Source: an optimization exercise on an open RTL-to-GDS flow (aim: small area and a short achievable clock period). Production flows keep margins and buffers that such runs may drop. Function was not checked in any run shown here: the RTL went through the layout flow alone. Power is estimated from default activity; no workload was simulated.

===== design/flow/design.v =====
`timescale 1ns / 1ps
module LabFPGA2 #(
	parameter int WIDTH = 24,
	parameter int DIVIDER = 40
)(
	input		logic					clk_i,
										rst_i,
										en_reg_i,
										sw_reg_b_i,
										slct_op_i,
										slct_byte_i,
										slct_sb_i,
	input		logic	[3:0]			cntrl_alu_i,
	input		logic	[3:0]			op_i,
	output	logic	[3:0]			flag_o,
	output	logic	[41:0]		display_o,
	output	logic	[1:0]			counter_slct_op_o,
										counter_slct_byte_o,
	output 	logic					sb_op_o
);
	logic [23:0] reg_a, reg_b, result, display;
	logic [1:0]  counter_slct_byte, counter_slct_op;
	logic        en_reg, slct_sb, sb_op, slct_byte, slct_op;
	logic        en_slct_sb, en_slct_byte;
	assign counter_slct_op_o   = counter_slct_op;
	assign counter_slct_byte_o = counter_slct_byte;
	assign sb_op_o             = sb_op;
	debounce #(.DIVIDER(DIVIDER)) db_en   (.clk_i(clk_i), .rst_i(rst_i), .btn_i(en_reg_i),    .btn_o(en_reg));
	debounce #(.DIVIDER(DIVIDER)) db_op   (.clk_i(clk_i), .rst_i(rst_i), .btn_i(slct_op_i),   .btn_o(slct_op));
	debounce #(.DIVIDER(DIVIDER)) db_byte (.clk_i(clk_i), .rst_i(rst_i), .btn_i(slct_byte_i), .btn_o(slct_byte));
	debounce #(.DIVIDER(DIVIDER)) db_sb   (.clk_i(clk_i), .rst_i(rst_i), .btn_i(slct_sb_i),   .btn_o(slct_sb));
	always_ff @(posedge clk_i) begin
		if (!rst_i) begin
			counter_slct_byte <= 2'd0;
			en_slct_sb        <= 1'b0;
		end else if (en_slct_byte) begin
			counter_slct_byte <= 2'd0;
		end else if (slct_byte) begin
			en_slct_sb        <= 1'b1;
			counter_slct_byte <= {counter_slct_byte[0], ~counter_slct_byte[1] & ~counter_slct_byte[0]};
		end else begin
			en_slct_sb        <= 1'b0;
		end
	end
	always_ff @(posedge clk_i) begin
		if (!rst_i) begin
			counter_slct_op <= 2'd0;
			en_slct_byte    <= 1'b0;
		end else begin
			en_slct_byte <= slct_op;
			if (slct_op)
				counter_slct_op <= {counter_slct_op[0], ~counter_slct_op[1] & ~counter_slct_op[0]};
		end
	end
	always_ff @(posedge clk_i) begin
		if (!rst_i)          sb_op <= 1'b0;
		else if (en_slct_sb) sb_op <= 1'b0;
		else if (slct_sb)    sb_op <= ~sb_op;
	end
	logic [5:0] nib_sel;
	always_comb begin
		nib_sel[0] = ~counter_slct_byte[1] & ~counter_slct_byte[0] & ~sb_op;
		nib_sel[1] = ~counter_slct_byte[1] & ~counter_slct_byte[0] &  sb_op;
		nib_sel[2] =  counter_slct_byte[0] & ~sb_op;
		nib_sel[3] =  counter_slct_byte[0] &  sb_op;
		nib_sel[4] =  counter_slct_byte[1] & ~sb_op;
		nib_sel[5] =  counter_slct_byte[1] &  sb_op;
	end
	wire we_a  = en_reg & ~counter_slct_op[0];
	wire we_b  = en_reg &  counter_slct_op[0];
	wire ld_br = we_b & sw_reg_b_i;
	always_ff @(posedge clk_i) begin
		if (!rst_i) begin
			reg_a <= 24'd0;
			reg_b <= 24'd0;
		end else begin
			for (int n = 0; n < 6; n++) begin
				if (we_a & nib_sel[n]) reg_a[4*n +: 4] <= op_i;
				if (ld_br)                       reg_b[4*n +: 4] <= result[4*n +: 4];
				else if (we_b & nib_sel[n])      reg_b[4*n +: 4] <= op_i;
			end
		end
	end
	ALU_DUT ALU (
		.cntrl_alu_i(cntrl_alu_i),
		.reg_a_i(reg_a),
		.reg_b_i(reg_b),
		.flag_o(flag_o),
		.result_o(result)
	);
	always_comb begin
		case (counter_slct_op[1:0])
			2'b00:   display = reg_a;
			2'b01:   display = reg_b;
			default: display = result;
		endcase
	end
	genvar i;
	generate
		for (i = 0; i < 6; i++) begin : gen_seg
			seg7_digit decoder (
				.digit_i   (display[i*4 +: 4]),
				.segments_o(display_o[i*7 +: 7])
			);
		end
	endgenerate
endmodule
module ALU_DUT (
	input		logic	[3:0]			cntrl_alu_i,
	input		logic	[23:0]		reg_a_i,
										reg_b_i,
	output	logic	[3:0]			flag_o,
	output	logic	[23:0]		result_o
);
	logic [23:0] a, b;
	logic [15:0] s;
	logic [24:0] r, shl, shr;
	assign a = reg_a_i;
	assign b = reg_b_i;
	always_comb for (int k = 0; k < 16; k++) s[k] = (cntrl_alu_i == k);
	wire [23:0] nb = ~b;
	wire [23:0] na = ~a;
	wire ad_g0 = a[0] & b[0];
	wire ad_g1 = a[1] & b[1];
	wire ad_g2 = a[2] & b[2];
	wire ad_g3 = a[3] & b[3];
	wire ad_g4 = a[4] & b[4];
	wire ad_g5 = a[5] & b[5];
	wire ad_g6 = a[6] & b[6];
	wire ad_g7 = a[7] & b[7];
	wire ad_g8 = a[8] & b[8];
	wire ad_g9 = a[9] & b[9];
	wire ad_g10 = a[10] & b[10];
	wire ad_g11 = a[11] & b[11];
	wire ad_g12 = a[12] & b[12];
	wire ad_g13 = a[13] & b[13];
	wire ad_g14 = a[14] & b[14];
	wire ad_g15 = a[15] & b[15];
	wire ad_g16 = a[16] & b[16];
	wire ad_g17 = a[17] & b[17];
	wire ad_g18 = a[18] & b[18];
	wire ad_g19 = a[19] & b[19];
	wire ad_g20 = a[20] & b[20];
	wire ad_g21 = a[21] & b[21];
	wire ad_g22 = a[22] & b[22];
	wire ad_g23 = a[23] & b[23];
	wire ad_p0 = a[0] ^ b[0];
	wire ad_p1 = a[1] ^ b[1];
	wire ad_p2 = a[2] ^ b[2];
	wire ad_p3 = a[3] ^ b[3];
	wire ad_p4 = a[4] ^ b[4];
	wire ad_p5 = a[5] ^ b[5];
	wire ad_p6 = a[6] ^ b[6];
	wire ad_p7 = a[7] ^ b[7];
	wire ad_p8 = a[8] ^ b[8];
	wire ad_p9 = a[9] ^ b[9];
	wire ad_p10 = a[10] ^ b[10];
	wire ad_p11 = a[11] ^ b[11];
	wire ad_p12 = a[12] ^ b[12];
	wire ad_p13 = a[13] ^ b[13];
	wire ad_p14 = a[14] ^ b[14];
	wire ad_p15 = a[15] ^ b[15];
	wire ad_p16 = a[16] ^ b[16];
	wire ad_p17 = a[17] ^ b[17];
	wire ad_p18 = a[18] ^ b[18];
	wire ad_p19 = a[19] ^ b[19];
	wire ad_p20 = a[20] ^ b[20];
	wire ad_p21 = a[21] ^ b[21];
	wire ad_p22 = a[22] ^ b[22];
	wire ad_p23 = a[23] ^ b[23];
	wire n0 = ad_g1 | (ad_p1 & ad_g0);
	wire n1 = ad_p1 & ad_p0;
	wire n2 = ad_g3 | (ad_p3 & ad_g2);
	wire n3 = ad_p3 & ad_p2;
	wire n4 = ad_g5 | (ad_p5 & ad_g4);
	wire n5 = ad_p5 & ad_p4;
	wire n6 = ad_g7 | (ad_p7 & ad_g6);
	wire n7 = ad_p7 & ad_p6;
	wire n8 = ad_g9 | (ad_p9 & ad_g8);
	wire n9 = ad_p9 & ad_p8;
	wire n10 = ad_g11 | (ad_p11 & ad_g10);
	wire n11 = ad_p11 & ad_p10;
	wire n12 = ad_g13 | (ad_p13 & ad_g12);
	wire n13 = ad_p13 & ad_p12;
	wire n14 = ad_g15 | (ad_p15 & ad_g14);
	wire n15 = ad_p15 & ad_p14;
	wire n16 = ad_g17 | (ad_p17 & ad_g16);
	wire n17 = ad_p17 & ad_p16;
	wire n18 = ad_g19 | (ad_p19 & ad_g18);
	wire n19 = ad_p19 & ad_p18;
	wire n20 = ad_g21 | (ad_p21 & ad_g20);
	wire n21 = ad_p21 & ad_p20;
	wire n22 = ad_g23 | (ad_p23 & ad_g22);
	wire n23 = ad_p23 & ad_p22;
	wire n24 = n2 | (n3 & n0);
	wire n25 = n3 & n1;
	wire n26 = n6 | (n7 & n4);
	wire n27 = n7 & n5;
	wire n28 = n10 | (n11 & n8);
	wire n29 = n11 & n9;
	wire n30 = n14 | (n15 & n12);
	wire n31 = n15 & n13;
	wire n32 = n18 | (n19 & n16);
	wire n33 = n19 & n17;
	wire n34 = n22 | (n23 & n20);
	wire n35 = n23 & n21;
	wire n36 = n26 | (n27 & n24);
	wire n37 = n27 & n25;
	wire n38 = n30 | (n31 & n28);
	wire n39 = n31 & n29;
	wire n40 = n34 | (n35 & n32);
	wire n41 = n35 & n33;
	wire n42 = n38 | (n39 & n36);
	wire n43 = n39 & n37;
	wire n44 = n40 | (n41 & n42);
	wire n45 = n41 & n43;
	wire n46 = n28 | (n29 & n36);
	wire n47 = n29 & n37;
	wire n48 = n32 | (n33 & n42);
	wire n49 = n33 & n43;
	wire n50 = n4 | (n5 & n24);
	wire n51 = n5 & n25;
	wire n52 = n8 | (n9 & n36);
	wire n53 = n9 & n37;
	wire n54 = n12 | (n13 & n46);
	wire n55 = n13 & n47;
	wire n56 = n16 | (n17 & n42);
	wire n57 = n17 & n43;
	wire n58 = n20 | (n21 & n48);
	wire n59 = n21 & n49;
	wire n60 = ad_g2 | (ad_p2 & n0);
	wire n61 = ad_p2 & n1;
	wire n62 = ad_g4 | (ad_p4 & n24);
	wire n63 = ad_p4 & n25;
	wire n64 = ad_g6 | (ad_p6 & n50);
	wire n65 = ad_p6 & n51;
	wire n66 = ad_g8 | (ad_p8 & n36);
	wire n67 = ad_p8 & n37;
	wire n68 = ad_g10 | (ad_p10 & n52);
	wire n69 = ad_p10 & n53;
	wire n70 = ad_g12 | (ad_p12 & n46);
	wire n71 = ad_p12 & n47;
	wire n72 = ad_g14 | (ad_p14 & n54);
	wire n73 = ad_p14 & n55;
	wire n74 = ad_g16 | (ad_p16 & n42);
	wire n75 = ad_p16 & n43;
	wire n76 = ad_g18 | (ad_p18 & n56);
	wire n77 = ad_p18 & n57;
	wire n78 = ad_g20 | (ad_p20 & n48);
	wire n79 = ad_p20 & n49;
	wire n80 = ad_g22 | (ad_p22 & n58);
	wire n81 = ad_p22 & n59;
	wire ad_s0 = ad_p0 ^ 1'b0;
	wire ad_s1 = ad_p1 ^ ad_g0;
	wire ad_s2 = ad_p2 ^ n0;
	wire ad_s3 = ad_p3 ^ n60;
	wire ad_s4 = ad_p4 ^ n24;
	wire ad_s5 = ad_p5 ^ n62;
	wire ad_s6 = ad_p6 ^ n50;
	wire ad_s7 = ad_p7 ^ n64;
	wire ad_s8 = ad_p8 ^ n36;
	wire ad_s9 = ad_p9 ^ n66;
	wire ad_s10 = ad_p10 ^ n52;
	wire ad_s11 = ad_p11 ^ n68;
	wire ad_s12 = ad_p12 ^ n46;
	wire ad_s13 = ad_p13 ^ n70;
	wire ad_s14 = ad_p14 ^ n54;
	wire ad_s15 = ad_p15 ^ n72;
	wire ad_s16 = ad_p16 ^ n42;
	wire ad_s17 = ad_p17 ^ n74;
	wire ad_s18 = ad_p18 ^ n56;
	wire ad_s19 = ad_p19 ^ n76;
	wire ad_s20 = ad_p20 ^ n48;
	wire ad_s21 = ad_p21 ^ n78;
	wire ad_s22 = ad_p22 ^ n58;
	wire ad_s23 = ad_p23 ^ n80;
	wire sb_g0 = a[0] & nb[0];
	wire sb_g1 = a[1] & nb[1];
	wire sb_g2 = a[2] & nb[2];
	wire sb_g3 = a[3] & nb[3];
	wire sb_g4 = a[4] & nb[4];
	wire sb_g5 = a[5] & nb[5];
	wire sb_g6 = a[6] & nb[6];
	wire sb_g7 = a[7] & nb[7];
	wire sb_g8 = a[8] & nb[8];
	wire sb_g9 = a[9] & nb[9];
	wire sb_g10 = a[10] & nb[10];
	wire sb_g11 = a[11] & nb[11];
	wire sb_g12 = a[12] & nb[12];
	wire sb_g13 = a[13] & nb[13];
	wire sb_g14 = a[14] & nb[14];
	wire sb_g15 = a[15] & nb[15];
	wire sb_g16 = a[16] & nb[16];
	wire sb_g17 = a[17] & nb[17];
	wire sb_g18 = a[18] & nb[18];
	wire sb_g19 = a[19] & nb[19];
	wire sb_g20 = a[20] & nb[20];
	wire sb_g21 = a[21] & nb[21];
	wire sb_g22 = a[22] & nb[22];
	wire sb_g23 = a[23] & nb[23];
	wire sb_p0 = a[0] ^ nb[0];
	wire sb_p1 = a[1] ^ nb[1];
	wire sb_p2 = a[2] ^ nb[2];
	wire sb_p3 = a[3] ^ nb[3];
	wire sb_p4 = a[4] ^ nb[4];
	wire sb_p5 = a[5] ^ nb[5];
	wire sb_p6 = a[6] ^ nb[6];
	wire sb_p7 = a[7] ^ nb[7];
	wire sb_p8 = a[8] ^ nb[8];
	wire sb_p9 = a[9] ^ nb[9];
	wire sb_p10 = a[10] ^ nb[10];
	wire sb_p11 = a[11] ^ nb[11];
	wire sb_p12 = a[12] ^ nb[12];
	wire sb_p13 = a[13] ^ nb[13];
	wire sb_p14 = a[14] ^ nb[14];
	wire sb_p15 = a[15] ^ nb[15];
	wire sb_p16 = a[16] ^ nb[16];
	wire sb_p17 = a[17] ^ nb[17];
	wire sb_p18 = a[18] ^ nb[18];
	wire sb_p19 = a[19] ^ nb[19];
	wire sb_p20 = a[20] ^ nb[20];
	wire sb_p21 = a[21] ^ nb[21];
	wire sb_p22 = a[22] ^ nb[22];
	wire sb_p23 = a[23] ^ nb[23];
	wire sb_g0c = sb_g0 | (sb_p0 & 1'b1);
	wire n82 = sb_g1 | (sb_p1 & sb_g0c);
	wire n83 = sb_p1 & sb_p0;
	wire n84 = sb_g3 | (sb_p3 & sb_g2);
	wire n85 = sb_p3 & sb_p2;
	wire n86 = sb_g5 | (sb_p5 & sb_g4);
	wire n87 = sb_p5 & sb_p4;
	wire n88 = sb_g7 | (sb_p7 & sb_g6);
	wire n89 = sb_p7 & sb_p6;
	wire n90 = sb_g9 | (sb_p9 & sb_g8);
	wire n91 = sb_p9 & sb_p8;
	wire n92 = sb_g11 | (sb_p11 & sb_g10);
	wire n93 = sb_p11 & sb_p10;
	wire n94 = sb_g13 | (sb_p13 & sb_g12);
	wire n95 = sb_p13 & sb_p12;
	wire n96 = sb_g15 | (sb_p15 & sb_g14);
	wire n97 = sb_p15 & sb_p14;
	wire n98 = sb_g17 | (sb_p17 & sb_g16);
	wire n99 = sb_p17 & sb_p16;
	wire n100 = sb_g19 | (sb_p19 & sb_g18);
	wire n101 = sb_p19 & sb_p18;
	wire n102 = sb_g21 | (sb_p21 & sb_g20);
	wire n103 = sb_p21 & sb_p20;
	wire n104 = sb_g23 | (sb_p23 & sb_g22);
	wire n105 = sb_p23 & sb_p22;
	wire n106 = n84 | (n85 & n82);
	wire n107 = n85 & n83;
	wire n108 = n88 | (n89 & n86);
	wire n109 = n89 & n87;
	wire n110 = n92 | (n93 & n90);
	wire n111 = n93 & n91;
	wire n112 = n96 | (n97 & n94);
	wire n113 = n97 & n95;
	wire n114 = n100 | (n101 & n98);
	wire n115 = n101 & n99;
	wire n116 = n104 | (n105 & n102);
	wire n117 = n105 & n103;
	wire n118 = n108 | (n109 & n106);
	wire n119 = n109 & n107;
	wire n120 = n112 | (n113 & n110);
	wire n121 = n113 & n111;
	wire n122 = n116 | (n117 & n114);
	wire n123 = n117 & n115;
	wire n124 = n120 | (n121 & n118);
	wire n125 = n121 & n119;
	wire n126 = n122 | (n123 & n124);
	wire n127 = n123 & n125;
	wire n128 = n110 | (n111 & n118);
	wire n129 = n111 & n119;
	wire n130 = n114 | (n115 & n124);
	wire n131 = n115 & n125;
	wire n132 = n86 | (n87 & n106);
	wire n133 = n87 & n107;
	wire n134 = n90 | (n91 & n118);
	wire n135 = n91 & n119;
	wire n136 = n94 | (n95 & n128);
	wire n137 = n95 & n129;
	wire n138 = n98 | (n99 & n124);
	wire n139 = n99 & n125;
	wire n140 = n102 | (n103 & n130);
	wire n141 = n103 & n131;
	wire n142 = sb_g2 | (sb_p2 & n82);
	wire n143 = sb_p2 & n83;
	wire n144 = sb_g4 | (sb_p4 & n106);
	wire n145 = sb_p4 & n107;
	wire n146 = sb_g6 | (sb_p6 & n132);
	wire n147 = sb_p6 & n133;
	wire n148 = sb_g8 | (sb_p8 & n118);
	wire n149 = sb_p8 & n119;
	wire n150 = sb_g10 | (sb_p10 & n134);
	wire n151 = sb_p10 & n135;
	wire n152 = sb_g12 | (sb_p12 & n128);
	wire n153 = sb_p12 & n129;
	wire n154 = sb_g14 | (sb_p14 & n136);
	wire n155 = sb_p14 & n137;
	wire n156 = sb_g16 | (sb_p16 & n124);
	wire n157 = sb_p16 & n125;
	wire n158 = sb_g18 | (sb_p18 & n138);
	wire n159 = sb_p18 & n139;
	wire n160 = sb_g20 | (sb_p20 & n130);
	wire n161 = sb_p20 & n131;
	wire n162 = sb_g22 | (sb_p22 & n140);
	wire n163 = sb_p22 & n141;
	wire sb_s0 = sb_p0 ^ 1'b1;
	wire sb_s1 = sb_p1 ^ sb_g0c;
	wire sb_s2 = sb_p2 ^ n82;
	wire sb_s3 = sb_p3 ^ n142;
	wire sb_s4 = sb_p4 ^ n106;
	wire sb_s5 = sb_p5 ^ n144;
	wire sb_s6 = sb_p6 ^ n132;
	wire sb_s7 = sb_p7 ^ n146;
	wire sb_s8 = sb_p8 ^ n118;
	wire sb_s9 = sb_p9 ^ n148;
	wire sb_s10 = sb_p10 ^ n134;
	wire sb_s11 = sb_p11 ^ n150;
	wire sb_s12 = sb_p12 ^ n128;
	wire sb_s13 = sb_p13 ^ n152;
	wire sb_s14 = sb_p14 ^ n136;
	wire sb_s15 = sb_p15 ^ n154;
	wire sb_s16 = sb_p16 ^ n124;
	wire sb_s17 = sb_p17 ^ n156;
	wire sb_s18 = sb_p18 ^ n138;
	wire sb_s19 = sb_p19 ^ n158;
	wire sb_s20 = sb_p20 ^ n130;
	wire sb_s21 = sb_p21 ^ n160;
	wire sb_s22 = sb_p22 ^ n140;
	wire sb_s23 = sb_p23 ^ n162;
	wire n164 = a[1] & a[0];
	wire n165 = a[3] & a[2];
	wire n166 = a[5] & a[4];
	wire n167 = a[7] & a[6];
	wire n168 = a[9] & a[8];
	wire n169 = a[11] & a[10];
	wire n170 = a[13] & a[12];
	wire n171 = a[15] & a[14];
	wire n172 = a[17] & a[16];
	wire n173 = a[19] & a[18];
	wire n174 = a[21] & a[20];
	wire n175 = a[23] & a[22];
	wire n176 = n165 & n164;
	wire n177 = n167 & n166;
	wire n178 = n169 & n168;
	wire n179 = n171 & n170;
	wire n180 = n173 & n172;
	wire n181 = n175 & n174;
	wire n182 = n177 & n176;
	wire n183 = n179 & n178;
	wire n184 = n181 & n180;
	wire n185 = n183 & n182;
	wire n186 = n184 & n185;
	wire n187 = n178 & n182;
	wire n188 = n180 & n185;
	wire n189 = n166 & n176;
	wire n190 = n168 & n182;
	wire n191 = n170 & n187;
	wire n192 = n172 & n185;
	wire n193 = n174 & n188;
	wire n194 = a[2] & n164;
	wire n195 = a[4] & n176;
	wire n196 = a[6] & n189;
	wire n197 = a[8] & n182;
	wire n198 = a[10] & n190;
	wire n199 = a[12] & n187;
	wire n200 = a[14] & n191;
	wire n201 = a[16] & n185;
	wire n202 = a[18] & n192;
	wire n203 = a[20] & n188;
	wire n204 = a[22] & n193;
	wire n205 = na[1] & na[0];
	wire n206 = na[3] & na[2];
	wire n207 = na[5] & na[4];
	wire n208 = na[7] & na[6];
	wire n209 = na[9] & na[8];
	wire n210 = na[11] & na[10];
	wire n211 = na[13] & na[12];
	wire n212 = na[15] & na[14];
	wire n213 = na[17] & na[16];
	wire n214 = na[19] & na[18];
	wire n215 = na[21] & na[20];
	wire n216 = na[23] & na[22];
	wire n217 = n206 & n205;
	wire n218 = n208 & n207;
	wire n219 = n210 & n209;
	wire n220 = n212 & n211;
	wire n221 = n214 & n213;
	wire n222 = n216 & n215;
	wire n223 = n218 & n217;
	wire n224 = n220 & n219;
	wire n225 = n222 & n221;
	wire n226 = n224 & n223;
	wire n227 = n225 & n226;
	wire n228 = n219 & n223;
	wire n229 = n221 & n226;
	wire n230 = n207 & n217;
	wire n231 = n209 & n223;
	wire n232 = n211 & n228;
	wire n233 = n213 & n226;
	wire n234 = n215 & n229;
	wire n235 = na[2] & n205;
	wire n236 = na[4] & n217;
	wire n237 = na[6] & n230;
	wire n238 = na[8] & n223;
	wire n239 = na[10] & n231;
	wire n240 = na[12] & n228;
	wire n241 = na[14] & n232;
	wire n242 = na[16] & n226;
	wire n243 = na[18] & n233;
	wire n244 = na[20] & n229;
	wire n245 = na[22] & n234;
	wire [24:0] add = {n44, ad_s23, ad_s22, ad_s21, ad_s20, ad_s19, ad_s18, ad_s17, ad_s16, ad_s15, ad_s14, ad_s13, ad_s12, ad_s11, ad_s10, ad_s9, ad_s8, ad_s7, ad_s6, ad_s5, ad_s4, ad_s3, ad_s2, ad_s1, ad_s0};
	wire [24:0] sub = {~n126, sb_s23, sb_s22, sb_s21, sb_s20, sb_s19, sb_s18, sb_s17, sb_s16, sb_s15, sb_s14, sb_s13, sb_s12, sb_s11, sb_s10, sb_s9, sb_s8, sb_s7, sb_s6, sb_s5, sb_s4, sb_s3, sb_s2, sb_s1, sb_s0};
	wire [24:0] inc = {n186, a ^ {n204, n193, n203, n188, n202, n192, n201, n185, n200, n191, n199, n187, n198, n190, n197, n182, n196, n189, n195, n176, n194, n164, a[0], 1'b1}};
	wire [24:0] dec = {n227, a ^ {n245, n234, n244, n229, n243, n233, n242, n226, n241, n232, n240, n228, n239, n231, n238, n223, n237, n230, n236, n217, n235, n205, na[0], 1'b1}};
	wire big = |b[23:5];
	assign shl = big ? 25'd0 : ({1'b0, a} << b[4:0]);
	assign shr = big ? 25'd0 : ({1'b0, a} >> b[4:0]);
	assign r = ({25{s[0]}} & add) | ({25{s[1]}} & sub) | ({25{s[2]}} & inc) | ({25{s[3]}} & dec)
	         | ({25{s[4]}} & {1'b0, a & b})
	         | {24'd0, s[5] & ((|a) | (|b))}
	         | ({25{s[6]}} & {1'b0, a})
	         | ({25{s[7]}} & {1'b1, ~b})
	         | ({25{s[8]}} & {1'b1, ~(a & b)})
	         | ({25{s[9] | s[10]}} & {1'b0, a ^ b})
	         | ({25{s[11]}} & shl)
	         | ({25{s[12]}} & shr)
	         | {24'd0, s[13] & sub[24]}
	         | {24'd0, s[14] & ~sub[24]};
	assign flag_o[0] = (r == 25'd0);
	assign flag_o[1] = r[23];
	assign flag_o[2] = r[24];
	assign flag_o[3] = r[24];
	assign result_o  = r[23:0];
endmodule
module seg7_digit (
	input  logic [3:0] digit_i,
	output logic [6:0] segments_o
);
	always_comb begin
		case (digit_i)
			4'h0: segments_o = 7'b100_0000;
			4'h1: segments_o = 7'b111_1001;
			4'h2: segments_o = 7'b010_0100;
			4'h3: segments_o = 7'b011_0000;
			4'h4: segments_o = 7'b001_1001;
			4'h5: segments_o = 7'b001_0010;
			4'h6: segments_o = 7'b000_0010;
			4'h7: segments_o = 7'b111_1000;
			4'h8: segments_o = 7'b000_0000;
			4'h9: segments_o = 7'b001_1000;
			4'ha: segments_o = 7'b000_1000;
			4'hb: segments_o = 7'b000_0011;
			4'hc: segments_o = 7'b100_0110;
			4'hd: segments_o = 7'b010_0001;
			4'he: segments_o = 7'b000_0110;
			default: segments_o = 7'b000_1110;
		endcase
	end
endmodule
module debounce #(
	parameter int DIVIDER = 40
)(
	input  logic clk_i,
	             rst_i,
	             btn_i,
	output logic btn_o
);
	logic [5:0] cnt;
	wire idle = &cnt;
	always_ff @(posedge clk_i) begin
		if (!rst_i)               cnt <= 6'h3f;
		else if (!idle)           cnt <= cnt - 6'd1;
		else if (!btn_i)          cnt <= 6'(DIVIDER - 1);
	end
	assign btn_o = (cnt == 6'(DIVIDER - 1));
endmodule

===== design/flow/run.sh =====
#!/bin/bash
# synth_recipe.tcl (not shown) runs the flow's synth.tcl, then flattens the netlist and writes it again
# the make line also repeats each setting of config.mk as NAME=value (left out here)
make -C /OpenROAD-flow-scripts/flow DESIGN_CONFIG=/design/flow/config.mk WORK_HOME=/design/flow/orfs CLKGATE_MAP_FILE= SYNTH_SCRIPT=/design/flow/synth_recipe.tcl finish

===== design/flow/config.mk =====
export PLATFORM = sky130hd
export DESIGN_NAME = LabFPGA2
export DESIGN_NICKNAME = LabFPGA2
export VERILOG_FILES = /design/flow/design.v
export SDC_FILE = /design/flow/constraint.sdc
export NUM_CORES = 4
export LEC_CHECK = 0
export CAP_MARGIN = 20
export CORE_MARGIN = 2
export CORE_UTILIZATION = 40
export SETUP_SLACK_MARGIN = 4
export SLEW_MARGIN = 20

===== design/flow/constraint.sdc =====
create_clock -name core_clock -period 12.0 [get_ports {clk_i}]
set_input_delay 2.4000 -clock core_clock [delete_from_list [all_inputs] [get_ports {clk_i}]]
set_output_delay 2.4000 -clock core_clock [all_outputs]
set_load 0.01 [all_outputs]

==> results.yml, run 1 <==
outcome:
  status: "no timing/DRC/antenna violations"
job:
  drv_cap: 0
power_and_ir_drop:
  powerDensity_mw_per_mm2: 61.8
  vdd_drop_max_uv: 95.1
  p_leak_nw: 6.36
floorplan:
  die_y_um: 183
  dieArea_mm2: 0.0335
  top_level_ports: 66
  start_util_pct: 40.6
  fp-row-count: 65
  core_mm2: 0.0316
  die_width_um: 183
setup_path:
  crit_type: "reg -> out"
  crit_required_ps: 9600
  worstSetupEndpointType: "output port"
  start_kind: "register"
  worstReg2RegStart: "reg_b[6]"
  cp_max_fo: 8
  cp.arrival_ps: 5670
  cp-startpoint: "reg_b[6]"
drt:
  final_antenna_net_count: 0
  wire_per_inst_um: 26.9
  drt-initial-drc-count: 1830
  vias: 14600
  vias_per_cell: 6.78
  routed_wl_um: 57700
  drt_first_pass_iters: 6
  drc: 0
clock_tree:
  htree_levels: 3
  cts_sinks: 79
  clk_latency_ps: 350
  cts_root_buf: "clkbuf_16"
  tritoncts: "built"
  clk_pin_slew_worst_paths_ps: 60
  clock_path_buffers: 2
  cts_hold_buf: 0
  cts_buffers: 9
yosys:
  syn_area_mm2: 0.0128
  ys.flop_type: "dfxtp_1"
  ys_warn_count: 4
  ys_ff_latch: 79
  avgSynthCellArea_um2: 7.71
  syn_nets: 1809
  synthCells: 1661
  seq_area_frac_synth_pct: 12.3
  synth-edff-count: 0
  async_flop_share_pct: 0
  ys_types: 93
sta:
  hold_viol: 0
  report.final.slew_viol_count: 0
  setup_slack_ps: 3930
  skew_ps: 8.17
  rsz0062_at_grt: "true"
  fin_crit_ps: 8070
  fmax_mhz: 124
  period_share_pct: 67.2
  setup_viol: 0
  tns_ps: 0
  slew_headroom_pct: 27.5
  tightest_slew_ps: 1080
place:
  dp_hpwl_um: 39900
  routabilityCongestion: 1.01
  dpl_cell_area_mm2: 0.0137
  portBuffers: 65
  dp_slack_ps: 2250
global_route:
  grt_max_degree: 52
  grt_usage_pct: 33.4
  overflow: 0
  grt_pass1_wl_um: 84900
  grt_pass1_vias: 13600
  grt_antenna_before_repair: 0
layout:
  fillers: 3063
  nNetsFinal: 1889
  diodes: 0
  area_growth_syn_to_layout_pct: 23.0
  fin_area_mm2: 0.0158
  drive_above_1_share_pct: 21.4
hold_path:
  min_path_type: "reg -> reg"
  hp-start: "en_slct_sb"
==> path summary, 6_finish.rpt <==
check | end | slack (ps) | cells after the start
hold reg to reg | sb_op | 430 | 1
setup / recovery | display_o[38] | 3930 | 18
hold / removal | sb_op | 430 | 1
setup reg to reg | reg_b[22] | 7150 | 17
==> placed cells by master (no fill, tap or decap), types with 10 or more instances in the layout <==
master           count
o22ai_1             50
mux4_2              37
nand2b_1            16
o2bb2ai_1           11
nand3_1             50
o21ai_0             56
mux2_2              25
a22oi_1             17
a211oi_1            20
o211a_1             11
mux2i_1             76
or3_1               14
a21o_1              13
o221ai_1            15
inv_1               99
nor3_1              29
nand2_1            182
fa_1                22
a21oi_1             95
clkbuf_16           12
ha_1                94
buf_6               10
o31ai_1             10
and2_1              16
o211ai_1            22
and3_1              15
dlymetal6s2s_1      15
nor4_1              14
dfxtp_1             69
buf_4              112
a31oi_1             18
nor2b_1             24
nor2_1             117
a221oi_1            11
dlygate4sd2_1       16
clkdlybuf4s50_1     25
==> through the flow <==
stage / util, % / instances / total power [mW] / hold WS, ps
floorplan: - / 1661 / 0.548 / 402
global placement: 43.5 / 2047 / 0.642 / 411
detailed placement: 43.5 / 2047 / 0.649 / 418
CTS: 48.2 / 2120 / 0.955 / 428
global route: 49.9 / 2147 / 1.03 / 465
finish: 49.9 / 2147 / 0.973 / 429
==> synthesized netlist by cell type, types with 18 or more instances <==
cell type	number	area, um2
ha_1	109	1360
nor2_1	121	454
nand2_1	182	683
o22ai_1	50	313
o211ai_1	22	165
nor2b_1	27	169
a211oi_1	27	203
a21oi_1	109	546
o21ai_0	61	305
dfxtp_1	79	1580
nand2b_1	19	119
mux2_2	25	282
mux4_2	37	833
nand3_1	51	255
nor3_1	35	175
nor4_1	19	119
buf_2	36	180
a31oi_1	22	138
clkbuf_1	73	274
inv_1	108	405
a22oi_1	18	135
mux2i_1	76	761
fa_1	24	480
==> routing by layer <==
layer | vias up | track usage, % | part of all wire (%)
met3 | 261 | 6.93 | 11
li1 | 6404 | - | -
met4 | 0 | 21.7 | 7.8
met1 | 6916 | 43.1 | 38
met2 | 986 | 50.8 | 43
met5 | - | 0 | 0
==> critical path: stages (launching register included) <==
cell             delay (ps)
dfxtp_2                 490
inv_1                   180
ha_1                    310
a2111oi_4               470
o211ai_1                290
buf_4                   220
nand4b_1                120
nand3_2                 210
a21o_1                  240
a21oi_1                 200
fa_1                    450
a2111oi_2               470
o21bai_1                210
o2111a_1                240
nand2_1                 130
o21bai_2                140
a211o_1                 340
o211a_1                 110
clkdlybuf4s50_1         470
==> power by group <==
part / switching, mW / total, mW / internal [mW]
Combinational: 0.218 / 0.375 / 0.157
Sequential: 0.0340 / 0.323 / 0.289
Clock: 0.115 / 0.275 / 0.161
==> state kept, by name, summed over array words and instances (netlist names), 2 cells and up <==
name and count:
db_sb.cnt 6, counter_slct_op 2, reg_a 24, reg_b 24, db_en.cnt 6, db_op.cnt 6, counter_slct_byte 2, db_byte.cnt 6
==> logic make-up after synthesis <==
| group | after synthesis | synth area share, % |
|---|---|---|
| compound gates | 491 | 26.6 |
| xor+xnor | 10 | 0.684 |
| fa+ha+maj | 133 | 14.4 |
| buf+inv | 242 | 8.13 |
| flops | 79 | 12.3 |
| mux | 146 | 16.2 |
| simple gates | 560 | 21.6 |
==> layout make-up <==
class	count	area, um2	area share (%)
sequential	79	1600	10.2
inverter	109	419	2.66
timing repair inverter	1	5.00	0.0318
clock buffer	10	229	1.45
timing repair buffer	201	1920	12.2
tap	402	503	3.19
multi-input combinational	1340	11000	69.9
clock inverter	5	57.6	0.365
==> repair_timing <==
item,CTS,global route
setup buffers,54,24
gates resized for setup,189,95
hold endpoints to repair,0,0
pin swaps,30,29
endpoints found under the setup margin,46,38
gates cloned,4,3
==> run 2, diff against run 1 <==
--- a/design/flow/config.mk
+++ b/design/flow/config.mk
@@ -10,3 +10,3 @@
 export CORE_UTILIZATION = 40
-export SETUP_SLACK_MARGIN = 4
+export SETUP_SLACK_MARGIN = 5
 export SLEW_MARGIN = 20
==> run 2 against run 1 <==
Compared with the run above:
- largest power group unchanged
- die area is the same
- synthesized cell count stayed put
- count of clock-buffer cells in the layout shrank 1
- clock power is 2% lower
- sequential power is essentially flat
- utilization grew 6.3 points
- combinational power up 15%
- non-clock buffer count grew 125
==> results.yml, run 2 <==
layout:
  nNetsFinal: 2015
  largestRegisters: "reg_a x24, reg_b x24"
  mostFrequentLayoutCell: "buf_4"
  area_growth_syn_to_layout_pct: 38.5
  drive_above_1_share_pct: 35.2
  seq_area_mm2: 0.00161
  diodes: 0
  fillers: 2765
  final_cells: 2274
  fin_area_mm2: 0.0177
  multiInputGateArea_mm2: 0.0119
  final_cell_mix: "buf_4, nand2_1, nor2_1, a21oi_1, inv_1"
sta:
  hold_viol: 0
  tns_ps: 0
  fmax_mhz: 129
  slew_headroom_pct: 31.1
  period_share_pct: 64.4
  setup_slack_ps: 4270
  skew_ps: 10.7
  setup_viol: 0
  rsz0062_at_grt: "true"
  report.final.slew_viol_count: 0
  fin_crit_ps: 7730
  tightest_slew_ps: 1030
power_and_ir_drop:
  powerDensity_mw_per_mm2: 57.8
  power_mw: 1.02
  switching_share_pct: 39.4
  p_int_mw: 0.621
  p_comb_share_pct: 42.2
  pwr-share-seq_pct: 31.4
  vdd_drop_max_uv: 102
  pwr-share-clk_pct: 26.3
  power.switching_mw: 0.403
  p_leak_nw: 6.98
setup_path:
  cp-startpoint: "cntrl_alu_i[0]"
  crit_type: "in -> out"
  worstSetupEndpointType: "output port"
  cp_max_fo: 8
  worstReg2RegStart: "reg_b[0]"
  cp.arrival_ps: 5330
  crit_required_ps: 9600
  start_kind: "primary input"
  r2r_slack_ps: 7450
yosys:
  synth_most_common_cell: "nand2_1"
  seq_area_frac_synth_pct: 12.3
  async_flop_share_pct: 0
  syn_area_mm2: 0.0128
  synth.area.top_cells: "dfxtp_1, ha_1, mux4_2, mux2i_1, nand2_1"
  ys_ff_latch: 79
  yosysTopAreaCell: "dfxtp_1"
  synth_top_area_share_pct: 12.3
  ys.flop_type: "dfxtp_1"
  ys_warn_count: 4
  synthCells: 1661
  syn_nets: 1809
  ys_types: 93
  synth-edff-count: 0
  synthTopCellsByCount: "nand2_1, nor2_1, a21oi_1, ha_1, inv_1"
  avgSynthCellArea_um2: 7.71
clock_tree:
  cts_sinks: 79
  tritoncts: "built"
  cts_root_buf: "clkbuf_16"
  cts_buffers: 9
  clk_pin_slew_worst_paths_ps: 70
  htree_levels: 3
  clk_latency_ps: 350
  cts_hold_buf: 0
  clock_path_buffers: 2
job:
  drv_cap: 0
place:
  routabilityCongestion: 1.07
  dp_slack_ps: 2590
  dp_hpwl_um: 39800
  dp.cells: 2044
  dpl_cell_area_mm2: 0.0139
  portBuffers: 65
global_route:
  overflow: 0
  grt_antenna_before_repair: 1
  grt_usage_pct: 36.9
  grt_pass1_vias: 15200
  grt_max_degree: 50
  grt_pass1_wl_um: 94900
drt:
  routed_wl_um: 63300
  vias: 15700
  vias_per_cell: 6.91
  wire_per_inst_um: 27.8
  drc: 0
  final_antenna_net_count: 0
  drt_first_pass_iters: 6
  drt-initial-drc-count: 2060
outcome:
  status: "no timing/DRC/antenna violations"
floorplan:
  dieArea_mm2: 0.0335
  start_util_pct: 40.6
  fp-row-count: 65
  die_y_um: 183
  top_level_ports: 66
  die_width_um: 183
  core_mm2: 0.0316
hold_path:
  min_path_type: "reg -> reg"
  hp-start: "en_slct_sb"
## run 2: cell counts after synthesis
No cell type changed its count.
## run 2: path summary, 6_finish.rpt
check / endpoint / cells after the start
min: sb_op / 1
min reg2reg: sb_op / 1
max reg2reg: reg_b[22] / 19
max: flag_o[0] / 13
## run 2: critical path: stages
cell	delay [ps]
buf_6	130
buf_12	140
or4b_4	300
buf_6	140
buf_6	90
o22ai_2	60
or3_1	330
a211oi_2	220
o211ai_1	260
or4b_1	600
nor4_2	230
and4b_1	280
buf_2	150
## run 2: cells by family after synthesis
kind of cell             share of synthesized area, %
buffers and inverters                            8.13
AND/OR/NAND/NOR                                  21.6
flip-flops                                       12.3
multiplexers                                     16.2
XOR/XNOR                                        0.684
AO/OA/AOI/OAI                                    26.6
adder cells (fa/ha/maj)                          14.4
## run 2: power by group through the flow
stage / Clock, mW / Combinational, mW / Sequential [mW]
after global placement: 0 / 0.323 / 0.327
after CTS: 0.272 / 0.396 / 0.322
after floorplan: 0 / 0.237 / 0.318
final: 0.270 / 0.433 / 0.322
after detailed placement: 0 / 0.326 / 0.328
after global routing: 0.285 / 0.468 / 0.327
## run 2: per-stage QoR
step,utilization [%],hold WS (ps)
CTS,53.9,433
finish,56.2,444
detailed placement,43.9,414
global route,56.2,468
floorplan,-,402
global placement,43.9,417
## run 2: area by class of cell
class                      count  area share [%]
sequential                    79            9.09
multi-input combinational   1341            66.9
clock inverter                 7           0.345
inverter                     109            2.52
clock buffer                   9            1.27
timing repair inverter         1          0.0282
tap                          402            2.83
timing repair buffer         326            17.0
## run 2: per-layer routing
layer / wire length, um / GRT usage, % / up-vias
li1: - / - / 6646
met2: 26900 / 55.7 / 1152
met5: 16 / 0 / -
met3: 7550 / 10.7 / 356
met4: 5600 / 26.2 / 2
met1: 23200 / 45.1 / 7550
## run 2: timing repair
| item | CTS | global route |
|---|---|---|
| pin swaps | 111 | 84 |
| cloned | 14 | 0 |
| buffers inserted | 158 | 41 |
| resized for setup | 517 | 115 |
| endpoints found under the setup margin | 46 | 46 |

## port drivers added, routing unchanged
In the flow no input, the clock included, has a driving cell. The finished layouts below were timed again as built, in two steps.
Step 1 sets driving cells, clkbuf_16 on the clock port and buf_2 on the other inputs (assumed; they add their load-dependent delay and slew).
Step 2 adds t to the input delays and takes it off the output delays; t is the mean of the earliest and latest rising clock arrival at the registers after step 1. Input paths then give back, and output paths get back, about the clock's delay inside the block.
Slacks: no drivers / after step 1 / after step 2; pairs: no drivers / after step 1.
run | t (ns) | setup slack, ns | worst register clock-pin slew, ns
run 1 | 0.386 | 3.935 / 3.896 / 3.913 | 0.06 / 0.06
run 2 | 0.384 | 4.266 / 4.220 / 4.220 | 0.07 / 0.07
After both steps every run listed still meets setup and hold. The setup slack of run 2, which loses most, moves by -0.046 ns with the drivers and by -0.046 ns with both steps.
